What follows belongs to an exercise in optimizing a design on an open flow for small area, a short achievable clock period and few clock cycles per item; a production flow would make more cautious choices.
The RTL was checked by simulation tests, not by an equivalence proof against the original design.
The flow treats the clock pin as an ideal source. Dropping or thinning the clock tree relies on that and would not hold on a real chip.
Power is estimated from default activity; no workload was simulated.

nickel:
Design crc_code_faulty_memory, start of the top module:
module crc_code_faulty_memory(
    input clk,
    input rst,
    input write,
    input read,
    input [7:0] data_in,
    input [3:0] addr_in,
    input [3:0] fault_addr,
    input [1:0] burst_error_length,
    input fault_enable,
    output mem_write_busy,
    output read_busy,
    output data_valid,
    output error_detected,
    output completed,
    output [7:0] data_out
);
Size: about 310 cells after synthesis, about 150 flip-flops, about 36 I/O pins.
==> flow/config.mk <==
export PLATFORM = sky130hd
export DESIGN_NAME = crc_code_faulty_memory
export DESIGN_NICKNAME = crc_code_faulty_memory
export VERILOG_FILES = /design/flow/design.v
export SDC_FILE = /design/flow/constraint.sdc
export NUM_CORES = 4
export LEC_CHECK = 0
export CAP_MARGIN = 20
export CORE_MARGIN = 2
export CORE_UTILIZATION = 80
export PLACE_DENSITY = 0.85
export SETUP_SLACK_MARGIN = 4.1
export SLEW_MARGIN = 20
==> flow/constraint.sdc <==
create_clock -name core_clock -period 6.0 [get_ports {clk}]
set_input_delay 1.2000 -clock core_clock [delete_from_list [all_inputs] [get_ports {clk}]]
set_output_delay 1.2000 -clock core_clock [all_outputs]
set_load 0.01 [all_outputs]
standard.sh (not shown) runs the stock make flow with config.mk's settings and CLKGATE_MAP_FILE= SYNTH_SCRIPT=/design/flow/synth_recipe.tcl, a recipe that flattens the netlist after the stock synthesis.
==> flow/flow/run.sh <==
#!/bin/bash
# Layout: the standard flow (standard.sh), with its synthesis unchanged and
# these ORFS settings for the later steps:
#  - port buffers of the smallest plain buffer (the resizer sizes them up as
#    timing needs) instead of the default delay-cell buffers;
#  - before clock tree synthesis, mux4_1 cells become the smaller mux4_2;
#  - a two-level clock tree of inverters built by flow/mcts.tcl in place of
#    TritonCTS (PRE_CTS hook): the registers are split by position into
#    groups, each driven by a leaf inverter at its centre; the clock port
#    drives a few mid-level inverters, each driving the leaves of
#    neighbouring groups. Every register sees two inversions.
set -uo pipefail
export MCTS_GROUPS=8 MCTS_ROOT=2 MCTS_BUF=sky130_fd_sc_hd__inv_8 MCTS_LPM=2 MCTS_MID=sky130_fd_sc_hd__inv_8
EXTRA=("BUFFER_PORTS_ARGS=-buffer_cell sky130_fd_sc_hd__buf_1" "PRE_CTS_TCL=$PWD/flow/pre_cts.tcl")
bash standard.sh synth > synth.log 2>&1 || { tail -n 30 synth.log; exit 1; }
bash standard.sh "${EXTRA[@]}" finish > layout.log 2>&1 || { tail -n 30 layout.log; exit 1; }
==> flow/flow/mcts.tcl <==
# Manual clock tree: the registers are split by position into MCTS_GROUPS
# groups (2 columns, then rows), each driven by one leaf clock buffer placed
# at the centre of its group. The leaf buffers are driven by the clock port
# directly, or, with MCTS_ROOT set, by one root buffer at their centre.
proc manual_cts {args} {
  set ngrp [expr {[info exists ::env(MCTS_GROUPS)] ? $::env(MCTS_GROUPS) : 4}]
  set root [expr {[info exists ::env(MCTS_ROOT)] ? $::env(MCTS_ROOT) : 0}]
  set bufm [expr {[info exists ::env(MCTS_BUF)] ? $::env(MCTS_BUF) : "sky130_fd_sc_hd__clkbuf_16"}]
  mcts_dissolve
  set block [ord::get_db_block]
  set clknet [$block findNet clk]
  set sinks {}
  foreach it [$clknet getITerms] {
    set inst [$it getInst]
    lassign [$inst getLocation] x y
    set w [[$inst getMaster] getWidth]
    lappend sinks [list $it [expr {$x + $w/2}] $y]
  }
  set n [llength $sinks]
  # split into two halves by x, then each half into ngrp/2 by y
  set byx [lsort -integer -index 1 $sinks]
  set groups {}
  set ncol [expr {$ngrp >= 4 ? 2 : 1}]
  if {$ngrp % $ncol} { error "manual_cts: MCTS_GROUPS must be even" }
  set nrow [expr {$ngrp / $ncol}]
  set per [expr {int(ceil(double($n) / $ncol))}]
  for {set c 0} {$c < $ncol} {incr c} {
    set col [lrange $byx [expr {$c*$per}] [expr {($c+1)*$per - 1}]]
    set col [lsort -integer -index 2 $col]
    set m [llength $col]
    set per2 [expr {int(ceil(double($m) / $nrow))}]
    for {set r 0} {$r < $nrow} {incr r} {
      lappend groups [lrange $col [expr {$r*$per2}] [expr {($r+1)*$per2 - 1}]]
    }
  }
  set master [[ord::get_db] findMaster $bufm]
  set drv $clknet
  if {$root == 2} {
    # one mid-level buffer per MCTS_LPM leaf groups, driven by the clock port
    set mids {}
    set lpm [expr {[info exists ::env(MCTS_LPM)] ? $::env(MCTS_LPM) : 2}]
    set midm [expr {[info exists ::env(MCTS_MID)] ? $::env(MCTS_MID) : "sky130_fd_sc_hd__clkbuf_16"}]
    for {set q 0} {$q < [llength $groups] / $lpm} {incr q} {
      set minst [odb::dbInst_create $block [[ord::get_db] findMaster $midm] "clkbuf_m_mid_$q"]
      set mnet [odb::dbNet_create $block "clknet_m_mid_$q"]
      $mnet setSigType CLOCK
      [$minst findITerm A] connect $clknet
      [mcts_out $minst] connect $mnet
      set pair [concat {*}[lrange $groups [expr {$lpm*$q}] [expr {$lpm*$q + $lpm - 1}]]]
      set sx 0; set sy 0
      foreach s $pair { set sx [expr {$sx + [lindex $s 1]}]; set sy [expr {$sy + [lindex $s 2]}] }
      $minst setLocation [expr {$sx / [llength $pair]}] [expr {$sy / [llength $pair]}]
      $minst setPlacementStatus PLACED
      lappend mids $mnet
    }
  }
  if {$root == 1} {
    set rinst [odb::dbInst_create $block [[ord::get_db] findMaster sky130_fd_sc_hd__clkbuf_16] "clkbuf_m_root"]
    set drv [odb::dbNet_create $block "clknet_m_root"]
    $drv setSigType CLOCK
    [$rinst findITerm A] connect $clknet
    [mcts_out $rinst] connect $drv
    set sx 0; set sy 0
    foreach s $sinks { set sx [expr {$sx + [lindex $s 1]}]; set sy [expr {$sy + [lindex $s 2]}] }
    $rinst setLocation [expr {$sx / $n}] [expr {$sy / $n}]
    $rinst setPlacementStatus PLACED
  }
  set k 0
  foreach g $groups {
    if {[llength $g] == 0} continue
    set sx 0; set sy 0
    foreach s $g { set sx [expr {$sx + [lindex $s 1]}]; set sy [expr {$sy + [lindex $s 2]}] }
    set cx [expr {$sx / [llength $g]}]; set cy [expr {$sy / [llength $g]}]
    set inst [odb::dbInst_create $block $master "clkbuf_m_$k"]
    set net [odb::dbNet_create $block "clknet_m_$k"]
    $net setSigType CLOCK
    foreach s $g { set it [lindex $s 0]; $it disconnect; $it connect $net }
    if {$root == 2} { set drv [lindex $mids [expr {$k / $lpm}]] }
    [$inst findITerm A] connect $drv
    [mcts_out $inst] connect $net
    $inst setLocation $cx $cy
    $inst setPlacementStatus PLACED
    puts "manual_cts: clkbuf_m_$k drives [llength $g] sinks at ($cx, $cy)"
    incr k
  }
  $clknet setSigType CLOCK
}

# Before placement: group the registers by function (each memory word with
# the words that share its first read-multiplexer level, the other registers
# spread evenly) and give each group a clock buffer, so that global placement
# pulls each group together. manual_cts replaces this tree by one grouped on
# the final register positions.
proc mcts_pregroup {} {
  set ngrp [expr {[info exists ::env(MCTS_GROUPS)] ? $::env(MCTS_GROUPS) : 4}]
  set bufm [expr {[info exists ::env(MCTS_BUF)] ? $::env(MCTS_BUF) : "sky130_fd_sc_hd__clkbuf_16"}]
  set block [ord::get_db_block]
  set clknet [$block findNet clk]
  set master [[ord::get_db] findMaster $bufm]
  set nets {}
  for {set k 0} {$k < $ngrp} {incr k} {
    set inst [odb::dbInst_create $block $master "clkbuf_p_$k"]
    set net [odb::dbNet_create $block "clknet_p_$k"]
    $net setSigType CLOCK
    [$inst findITerm A] connect $clknet
    [mcts_out $inst] connect $net
    $inst setDoNotTouch 1
    lappend nets $net
  }
  set wpg [expr {16 / $ngrp}]
  set rr 0
  foreach it [$clknet getITerms] {
    set inst [$it getInst]
    if {[string match clkbuf_p_* [$inst getName]]} continue
    if {[regexp {^mem\[([0-9]+)\]} [$inst getName] -> w]} {
      set g [expr {($w / $wpg) % $ngrp}]
    } else {
      set g [expr {$rr % $ngrp}]
      incr rr
    }
    $it disconnect
    $it connect [lindex $nets $g]
  }
}

# Undo mcts_pregroup: the registers go back onto the clock port's net.
proc mcts_dissolve {} {
  set block [ord::get_db_block]
  set clknet [$block findNet clk]
  foreach inst [$block getInsts] {
    if {![string match clkbuf_p_* [$inst getName]]} continue
    set net [[mcts_out $inst] getNet]
    foreach it [$net getITerms] {
      if {[$it getInst] eq $inst} continue
      $it disconnect
      $it connect $clknet
    }
    $inst setDoNotTouch 0
    odb::dbInst_destroy $inst
    odb::dbNet_destroy $net
  }
}

# Output pin of a clock buffer (X) or inverter (Y).
proc mcts_out {inst} {
  set it [$inst findITerm X]
  if {$it eq "NULL" || $it eq ""} { set it [$inst findITerm Y] }
  return $it
}

# Swap cells for the same function in a smaller and no weaker drive:
# sky130_fd_sc_hd__mux4_2 is smaller than mux4_1.
proc swap_dominated_cells {} {
  set n 0
  foreach inst [[ord::get_db_block] getInsts] {
    if {[[$inst getMaster] getName] eq "sky130_fd_sc_hd__mux4_1"} {
      replace_cell [$inst getName] sky130_fd_sc_hd__mux4_2
      incr n
    }
  }
  puts "swap_dominated_cells: $n mux4_1 -> mux4_2"
}
==> flow/flow/pre_cts.tcl <==
# ORFS PRE_CTS hook: swap dominated cells, then build the clock tree with
# manual_cts (mcts.tcl) in place of TritonCTS; the rest of the CTS step
# (placement legalisation, timing repair) runs as usual.
source [file join [file dirname [info script]] mcts.tcl]
swap_dominated_cells
proc clock_tree_synthesis {args} { manual_cts }
Testbench counts of nickel, summed over its fixed seeds: cycles 4,806, items 4,800.
Relative to nickel, the following input files were edited for juniper:
-- flow/flow/run.sh --
<<< nickel, line 5
#    timing needs) instead of the default delay-cell buffers;
#  - before clock tree synthesis, mux4_1 cells become the smaller mux4_2;
#  - a two-level clock tree of inverters built by flow/mcts.tcl in place of
#    TritonCTS (PRE_CTS hook): the registers are split by position into
#    groups, each driven by a leaf inverter at its centre; the clock port
#    drives a few mid-level inverters, each driving the leaves of
#    neighbouring groups. Every register sees two inversions.
set -uo pipefail
>>> juniper, line 5
#    timing needs) instead of the default delay-cell buffers;
#  - a two-level clock tree built by flow/mcts.tcl in place of TritonCTS
#    (PRE_CTS hook): the registers are split by position into groups, each
#    driven by a leaf clock buffer at its centre; the clock port drives a few
#    mid-level buffers, each driving the leaf buffers of neighbouring groups.
set -uo pipefail
-- flow/flow/mcts.tcl --
<<< nickel, line 149
}

# Swap cells for the same function in a smaller and no weaker drive:
# sky130_fd_sc_hd__mux4_2 is smaller than mux4_1.
proc swap_dominated_cells {} {
  set n 0
  foreach inst [[ord::get_db_block] getInsts] {
    if {[[$inst getMaster] getName] eq "sky130_fd_sc_hd__mux4_1"} {
      replace_cell [$inst getName] sky130_fd_sc_hd__mux4_2
      incr n
    }
  }
  puts "swap_dominated_cells: $n mux4_1 -> mux4_2"
}
>>> juniper, line 149
}
==> flow/flow/pre_cts.tcl <==
# ORFS PRE_CTS hook: build the clock tree with manual_cts (mcts.tcl) in place
# of TritonCTS; the rest of the CTS step (placement legalisation, timing
# repair) runs as usual.
source [file join [file dirname [info script]] mcts.tcl]
proc clock_tree_synthesis {args} { manual_cts }
-- flow/config.mk --
<<< nickel, line 7
export LEC_CHECK = 0
export CAP_MARGIN = 20
export CORE_MARGIN = 2
export CORE_UTILIZATION = 80
export PLACE_DENSITY = 0.85
export SETUP_SLACK_MARGIN = 4.1
>>> juniper, line 7
export LEC_CHECK = 0
export ABC_AREA = 1
export CAP_MARGIN = 20
export CORE_MARGIN = 2
export CORE_UTILIZATION = 70
export PLACE_DENSITY = 0.8
export SETUP_SLACK_MARGIN = 4.1
Notes after the runs:
- Path depth of the worst reg2reg path ended up 2 lower on juniper than on nickel.
- Compared with nickel, juniper ends up with a larger final cell area.
- Comparing nickel and juniper, the higher worst hold slack is on nickel.
- Max area after synthesis across nickel and juniper: juniper
- Between nickel and juniper, the flow reports worst ir drop on vdd decreasing by a few percent.
- Going from nickel to juniper, total via count in the routed design grew by more than a quarter.
Here is what was changed in the inputs of tundra compared with juniper.
-- flow/flow/run.sh --
<<< juniper, line 5
#    timing needs) instead of the default delay-cell buffers;
#  - a two-level clock tree built by flow/mcts.tcl in place of TritonCTS
#    (PRE_CTS hook): the registers are split by position into groups, each
#    driven by a leaf clock buffer at its centre; the clock port drives a few
#    mid-level buffers, each driving the leaf buffers of neighbouring groups.
set -uo pipefail
>>> tundra, line 5
#    timing needs) instead of the default delay-cell buffers;
#  - before clock tree synthesis, mux4_1 cells become the smaller mux4_2;
#  - a two-level clock tree of inverters built by flow/mcts.tcl in place of
#    TritonCTS (PRE_CTS hook): the registers are split by position into
#    groups, each driven by a leaf inverter at its centre; the clock port
#    drives a few mid-level inverters, each driving the leaves of
#    neighbouring groups. Every register sees two inversions.
set -uo pipefail
-- flow/flow/mcts.tcl --
<<< juniper, line 149
}
>>> tundra, line 149
}

# Swap cells for the same function in a smaller and no weaker drive:
# sky130_fd_sc_hd__mux4_2 is smaller than mux4_1.
proc swap_dominated_cells {} {
  set n 0
  foreach inst [[ord::get_db_block] getInsts] {
    if {[[$inst getMaster] getName] eq "sky130_fd_sc_hd__mux4_1"} {
      replace_cell [$inst getName] sky130_fd_sc_hd__mux4_2
      incr n
    }
  }
  puts "swap_dominated_cells: $n mux4_1 -> mux4_2"
}
==> flow/flow/pre_cts.tcl <==
# ORFS PRE_CTS hook: swap dominated cells, then build the clock tree with
# manual_cts (mcts.tcl) in place of TritonCTS; the rest of the CTS step
# (placement legalisation, timing repair) runs as usual.
source [file join [file dirname [info script]] mcts.tcl]
swap_dominated_cells
proc clock_tree_synthesis {args} { manual_cts }
-- flow/config.mk --
<<< juniper, line 7
export LEC_CHECK = 0
export ABC_AREA = 1
export CAP_MARGIN = 20
>>> tundra, line 7
export LEC_CHECK = 0
export CAP_MARGIN = 20
==> notes.md <==
tundra did not stop at any stage, and its layout met the timing, DRC and antenna checks. Maximum fanout along the worst path (tundra over juniper): increase, 11. In tundra, the count of nets after finishing came out 50% below the value in juniper. Post-cts sizing count was lower in tundra than in juniper. tundra reports its main combinational cell family by area after synthesis as multiplexers while juniper reports simple AND/OR/NAND/NOR gates.
In every run of this note, the design's own scripts or RTL, not TritonCTS, make the clock network.

* * *

The RTL this note starts from:
==> flow/design.v <==
module crc_code_faulty_memory(
    input clk,
    input rst,
    input write,
    input read,
    input [7:0] data_in,
    input [3:0] addr_in,
    input [3:0] fault_addr,
    input [1:0] burst_error_length,
    input fault_enable,
    output mem_write_busy,
    output read_busy,
    output data_valid,
    output error_detected,
    output completed,
    output [7:0] data_out
);
    reg       wr_p;
    reg       rd_p;
    reg [3:0] addr_p;
    reg [7:0] wdata_p;
    reg [3:0] fault_addr_p;
    reg [1:0] burst_len_p;
    reg       fault_en_p;
    always @(posedge clk or posedge rst) begin
        if (rst)
            rd_p <= 1'b0;
        else
            rd_p <= read;
    end
    always @(posedge clk) begin
        wr_p         <= write;
        addr_p       <= addr_in;
        wdata_p      <= data_in;
        fault_addr_p <= fault_addr;
        burst_len_p  <= burst_error_length;
        fault_en_p   <= fault_enable;
    end
    reg [7:0] mem [0:15];
    always @(posedge clk) begin
        if (wr_p)
            mem[addr_p] <= wdata_p;
    end
    wire [15:0] start_at = 16'd1 << fault_addr_p;
    wire        len_ge1  = |burst_len_p;
    wire        len_ge2  = burst_len_p[1];
    wire        len_eq3  = &burst_len_p;
    reg  [7:0]  dmask;
    integer j;
    always @(*) begin
        for (j = 0; j < 8; j = j + 1)
            dmask[j] = fault_en_p && (start_at[j + 4] ||
                                      (start_at[j + 3] && len_ge1) ||
                                      (start_at[j + 2] && len_ge2) ||
                                      (start_at[j + 1] && len_eq3));
    end
    wire err = fault_en_p && (fault_addr_p < 4'd12);
    reg       done_r, valid_r, error_r;
    reg [7:0] data_r;
    always @(posedge clk or posedge rst) begin
        if (rst)
            done_r <= 1'b0;
        else
            done_r <= rd_p;
    end
    always @(posedge clk) begin
        valid_r <= rd_p & ~err;
        error_r <= rd_p & err;
        data_r  <= mem[addr_p] ^ dmask;
    end
    assign mem_write_busy = 1'b0;
    assign read_busy      = 1'b0;
    assign completed      = done_r;
    assign data_valid     = valid_r;
    assign error_detected = error_r;
    assign data_out       = data_r;
endmodule
==> flow/config.mk <==
export PLATFORM = sky130hd
export DESIGN_NAME = crc_code_faulty_memory
export DESIGN_NICKNAME = crc_code_faulty_memory
export VERILOG_FILES = /design/flow/design.v
export SDC_FILE = /design/flow/constraint.sdc
export NUM_CORES = 4
export LEC_CHECK = 0
export CAP_MARGIN = 20
export CORE_MARGIN = 2
export CORE_UTILIZATION = 70
export PLACE_DENSITY = 0.8
export SETUP_SLACK_MARGIN = 4.25
export SLEW_MARGIN = 20
==> flow/constraint.sdc <==
create_clock -name core_clock -period 6.0 [get_ports {clk}]
set_input_delay 1.2000 -clock core_clock [delete_from_list [all_inputs] [get_ports {clk}]]
set_output_delay 1.2000 -clock core_clock [all_outputs]
set_load 0.01 [all_outputs]
==> flow/flow/run.sh <==
#!/bin/bash
# Layout: the standard flow (standard.sh), with its synthesis unchanged and
# these ORFS settings for the later steps:
#  - port buffers of the smallest plain buffer (the resizer sizes them up as
#    timing needs) instead of the default delay-cell buffers;
#  - a two-level clock tree built by flow/mcts.tcl in place of TritonCTS
#    (PRE_CTS hook): the registers are split by position into groups, each
#    driven by a leaf clock buffer at its centre; the clock port drives a few
#    mid-level buffers, each driving the leaf buffers of neighbouring groups.
set -uo pipefail
export MCTS_GROUPS=8 MCTS_ROOT=2 MCTS_BUF=sky130_fd_sc_hd__clkbuf_8 MCTS_LPM=2 MCTS_MID=sky130_fd_sc_hd__clkbuf_8
EXTRA=("BUFFER_PORTS_ARGS=-buffer_cell sky130_fd_sc_hd__buf_1" "PRE_CTS_TCL=$PWD/flow/pre_cts.tcl")
bash standard.sh synth > synth.log 2>&1 || { tail -n 30 synth.log; exit 1; }
bash standard.sh "${EXTRA[@]}" finish > layout.log 2>&1 || { tail -n 30 layout.log; exit 1; }
==> flow/flow/mcts.tcl <==
# Manual clock tree: the registers are split by position into MCTS_GROUPS
# groups (2 columns, then rows), each driven by one leaf clock buffer placed
# at the centre of its group. The leaf buffers are driven by the clock port
# directly, or, with MCTS_ROOT set, by one root buffer at their centre.
proc manual_cts {args} {
  set ngrp [expr {[info exists ::env(MCTS_GROUPS)] ? $::env(MCTS_GROUPS) : 4}]
  set root [expr {[info exists ::env(MCTS_ROOT)] ? $::env(MCTS_ROOT) : 0}]
  set bufm [expr {[info exists ::env(MCTS_BUF)] ? $::env(MCTS_BUF) : "sky130_fd_sc_hd__clkbuf_16"}]
  mcts_dissolve
  set block [ord::get_db_block]
  set clknet [$block findNet clk]
  set sinks {}
  foreach it [$clknet getITerms] {
    set inst [$it getInst]
    lassign [$inst getLocation] x y
    set w [[$inst getMaster] getWidth]
    lappend sinks [list $it [expr {$x + $w/2}] $y]
  }
  set n [llength $sinks]
  # split into two halves by x, then each half into ngrp/2 by y
  set byx [lsort -integer -index 1 $sinks]
  set groups {}
  set ncol [expr {$ngrp >= 4 ? 2 : 1}]
  if {$ngrp % $ncol} { error "manual_cts: MCTS_GROUPS must be even" }
  set nrow [expr {$ngrp / $ncol}]
  set per [expr {int(ceil(double($n) / $ncol))}]
  for {set c 0} {$c < $ncol} {incr c} {
    set col [lrange $byx [expr {$c*$per}] [expr {($c+1)*$per - 1}]]
    set col [lsort -integer -index 2 $col]
    set m [llength $col]
    set per2 [expr {int(ceil(double($m) / $nrow))}]
    for {set r 0} {$r < $nrow} {incr r} {
      lappend groups [lrange $col [expr {$r*$per2}] [expr {($r+1)*$per2 - 1}]]
    }
  }
  set master [[ord::get_db] findMaster $bufm]
  set drv $clknet
  if {$root == 2} {
    # one mid-level buffer per MCTS_LPM leaf groups, driven by the clock port
    set mids {}
    set lpm [expr {[info exists ::env(MCTS_LPM)] ? $::env(MCTS_LPM) : 2}]
    set midm [expr {[info exists ::env(MCTS_MID)] ? $::env(MCTS_MID) : "sky130_fd_sc_hd__clkbuf_16"}]
    for {set q 0} {$q < [llength $groups] / $lpm} {incr q} {
      set minst [odb::dbInst_create $block [[ord::get_db] findMaster $midm] "clkbuf_m_mid_$q"]
      set mnet [odb::dbNet_create $block "clknet_m_mid_$q"]
      $mnet setSigType CLOCK
      [$minst findITerm A] connect $clknet
      [$minst findITerm X] connect $mnet
      set pair [concat {*}[lrange $groups [expr {$lpm*$q}] [expr {$lpm*$q + $lpm - 1}]]]
      set sx 0; set sy 0
      foreach s $pair { set sx [expr {$sx + [lindex $s 1]}]; set sy [expr {$sy + [lindex $s 2]}] }
      $minst setLocation [expr {$sx / [llength $pair]}] [expr {$sy / [llength $pair]}]
      $minst setPlacementStatus PLACED
      lappend mids $mnet
    }
  }
  if {$root == 1} {
    set rinst [odb::dbInst_create $block [[ord::get_db] findMaster sky130_fd_sc_hd__clkbuf_16] "clkbuf_m_root"]
    set drv [odb::dbNet_create $block "clknet_m_root"]
    $drv setSigType CLOCK
    [$rinst findITerm A] connect $clknet
    [$rinst findITerm X] connect $drv
    set sx 0; set sy 0
    foreach s $sinks { set sx [expr {$sx + [lindex $s 1]}]; set sy [expr {$sy + [lindex $s 2]}] }
    $rinst setLocation [expr {$sx / $n}] [expr {$sy / $n}]
    $rinst setPlacementStatus PLACED
  }
  set k 0
  foreach g $groups {
    if {[llength $g] == 0} continue
    set sx 0; set sy 0
    foreach s $g { set sx [expr {$sx + [lindex $s 1]}]; set sy [expr {$sy + [lindex $s 2]}] }
    set cx [expr {$sx / [llength $g]}]; set cy [expr {$sy / [llength $g]}]
    set inst [odb::dbInst_create $block $master "clkbuf_m_$k"]
    set net [odb::dbNet_create $block "clknet_m_$k"]
    $net setSigType CLOCK
    foreach s $g { set it [lindex $s 0]; $it disconnect; $it connect $net }
    if {$root == 2} { set drv [lindex $mids [expr {$k / $lpm}]] }
    [$inst findITerm A] connect $drv
    [$inst findITerm X] connect $net
    $inst setLocation $cx $cy
    $inst setPlacementStatus PLACED
    puts "manual_cts: clkbuf_m_$k drives [llength $g] sinks at ($cx, $cy)"
    incr k
  }
  $clknet setSigType CLOCK
}

# Before placement: group the registers by function (each memory word with
# the words that share its first read-multiplexer level, the other registers
# spread evenly) and give each group a clock buffer, so that global placement
# pulls each group together. manual_cts replaces this tree by one grouped on
# the final register positions.
proc mcts_pregroup {} {
  set ngrp [expr {[info exists ::env(MCTS_GROUPS)] ? $::env(MCTS_GROUPS) : 4}]
  set bufm [expr {[info exists ::env(MCTS_BUF)] ? $::env(MCTS_BUF) : "sky130_fd_sc_hd__clkbuf_16"}]
  set block [ord::get_db_block]
  set clknet [$block findNet clk]
  set master [[ord::get_db] findMaster $bufm]
  set nets {}
  for {set k 0} {$k < $ngrp} {incr k} {
    set inst [odb::dbInst_create $block $master "clkbuf_p_$k"]
    set net [odb::dbNet_create $block "clknet_p_$k"]
    $net setSigType CLOCK
    [$inst findITerm A] connect $clknet
    [$inst findITerm X] connect $net
    $inst setDoNotTouch 1
    lappend nets $net
  }
  set wpg [expr {16 / $ngrp}]
  set rr 0
  foreach it [$clknet getITerms] {
    set inst [$it getInst]
    if {[string match clkbuf_p_* [$inst getName]]} continue
    if {[regexp {^mem\[([0-9]+)\]} [$inst getName] -> w]} {
      set g [expr {($w / $wpg) % $ngrp}]
    } else {
      set g [expr {$rr % $ngrp}]
      incr rr
    }
    $it disconnect
    $it connect [lindex $nets $g]
  }
}

# Undo mcts_pregroup: the registers go back onto the clock port's net.
proc mcts_dissolve {} {
  set block [ord::get_db_block]
  set clknet [$block findNet clk]
  foreach inst [$block getInsts] {
    if {![string match clkbuf_p_* [$inst getName]]} continue
    set net [[$inst findITerm X] getNet]
    foreach it [$net getITerms] {
      if {[$it getInst] eq $inst} continue
      $it disconnect
      $it connect $clknet
    }
    $inst setDoNotTouch 0
    odb::dbInst_destroy $inst
    odb::dbNet_destroy $net
  }
}
Other scripts of this flow, unchanged in this note and not shown: flow/flow/pre_cts.tcl
Testbench counts at the start, summed over its fixed seeds: cycles 4,806, items 4,800.
Edit:
--- a/flow/flow/run.sh
+++ b/flow/flow/run.sh
@@ -6 +6 @@
-#  - a two-level clock tree built by flow/mcts.tcl in place of TritonCTS
+#  - a two-level clock tree of inverters built by flow/mcts.tcl in place of TritonCTS
@@ -11 +11 @@
-export MCTS_GROUPS=8 MCTS_ROOT=2 MCTS_BUF=sky130_fd_sc_hd__clkbuf_8 MCTS_LPM=2 MCTS_MID=sky130_fd_sc_hd__clkbuf_8
+export MCTS_GROUPS=8 MCTS_ROOT=2 MCTS_BUF=sky130_fd_sc_hd__clkinv_8 MCTS_LPM=2 MCTS_MID=sky130_fd_sc_hd__clkinv_8
--- a/flow/flow/mcts.tcl
+++ b/flow/flow/mcts.tcl
@@ -48 +48 @@
-      [$minst findITerm X] connect $mnet
+      [mcts_out $minst] connect $mnet
@@ -62 +62 @@
-    [$rinst findITerm X] connect $drv
+    [mcts_out $rinst] connect $drv
@@ -80 +80 @@
-    [$inst findITerm X] connect $net
+    [mcts_out $inst] connect $net
@@ -106 +106 @@
-    [$inst findITerm X] connect $net
+    [mcts_out $inst] connect $net
@@ -132 +132 @@
-    set net [[$inst findITerm X] getNet]
+    set net [[mcts_out $inst] getNet]
@@ -142,0 +143,7 @@
+
+# Output pin of a clock buffer (X) or inverter (Y).
+proc mcts_out {inst} {
+  set it [$inst findITerm X]
+  if {$it eq "NULL" || $it eq ""} { set it [$inst findITerm Y] }
+  return $it
+}
- SETUP_SLACK_MARGIN: 4.25 -> 4.1
Maximum frequency climbs by about 5%.
Hold slack loses 0.011 ns.
Combinational power drops by about 25%.
Final area drops by 5.0%.
Via count drops by 3.5%.
Cell count drops by about 2.2%.
Power drops by 3.7%.
Worst setup slack gains 0.091 ns.
Edit:
--- a/flow/flow/run.sh
+++ b/flow/flow/run.sh
@@ -6 +6 @@
-#  - a two-level clock tree of inverters built by flow/mcts.tcl in place of TritonCTS
+#  - a two-level clock tree built by flow/mcts.tcl in place of TritonCTS
@@ -11 +11 @@
-export MCTS_GROUPS=8 MCTS_ROOT=2 MCTS_BUF=sky130_fd_sc_hd__clkinv_8 MCTS_LPM=2 MCTS_MID=sky130_fd_sc_hd__clkinv_8
+export MCTS_GROUPS=8 MCTS_ROOT=2 MCTS_BUF=sky130_fd_sc_hd__clkbuf_8 MCTS_LPM=2 MCTS_MID=sky130_fd_sc_hd__clkbuf_8
--- a/flow/flow/mcts.tcl
+++ b/flow/flow/mcts.tcl
@@ -48 +48 @@
-      [mcts_out $minst] connect $mnet
+      [$minst findITerm X] connect $mnet
@@ -62 +62 @@
-    [mcts_out $rinst] connect $drv
+    [$rinst findITerm X] connect $drv
@@ -80 +80 @@
-    [mcts_out $inst] connect $net
+    [$inst findITerm X] connect $net
@@ -106 +106 @@
-    [mcts_out $inst] connect $net
+    [$inst findITerm X] connect $net
@@ -132 +132 @@
-    set net [[mcts_out $inst] getNet]
+    set net [[$inst findITerm X] getNet]
@@ -143,7 +142,0 @@
-
-# Output pin of a clock buffer (X) or inverter (Y).
-proc mcts_out {inst} {
-  set it [$inst findITerm X]
-  if {$it eq "NULL" || $it eq ""} { set it [$inst findITerm Y] }
-  return $it
-}
Register-to-register slack barely changes.
Worst hold slack is better by 0.0095 ns.
Area after synthesis does not change.
Core utilization is higher by 0.73 points.
Clock power grows by 4.8%.
Worst setup slack gets worse by 0.080 ns.
In every run of this note, the design's own scripts or RTL, not TritonCTS, make the clock network.

[static timing again, ports no longer ideal]
The results above use ideal ports. As a check the final layouts listed here were re-extracted and re-timed, cells and wires unchanged. Step 1: set_driving_cell puts a clkbuf_16 on clk and a buf_2 on each other input, an assumption about the parent block. Step 2 adds t to the input delays and takes it off the output delays; t is the mean of the earliest and latest rising clock arrival at the registers after step 1. Input paths then give back, and output paths get back, about the clock's delay inside the block. a / b / c = no drivers / after step 1 / after step 2; a / b = the first two.
run	shift t [ns]	setup WS [ns]	hold WS [ns]	worst setup path at the end	latest minus earliest clock arrival (ns)
nickel	0.243	4.145 / 4.017 / 4.129	0.435 / 0.435 / 0.435	input to register	0.019 / 0.020
juniper	0.243	4.177 / 4.056 / 4.132	0.430 / 0.430 / 0.430	input to register	0.010 / 0.010
tundra	0.235	4.167 / 4.077 / 4.155	0.409 / 0.409 / 0.409	input to register	0.012 / 0.012
the first run of note 2	0.357	4.014 / 3.945 / 4.199	0.410 / 0.410 / 0.410	register to register	0.020 / 0.020
the second run of note 2	0.270	4.105 / 4.050 / 4.105	0.400 / 0.400 / 0.400	register to register	0.016 / 0.016
the third run of note 2	0.359	4.025 / 3.957 / 4.106	0.409 / 0.409 / 0.409	register to register	0.028 / 0.028
After both steps setup and hold are still met in every run listed. The setup slack of juniper, which loses most, moves by -0.121 ns with the drivers and by -0.045 ns with both steps.
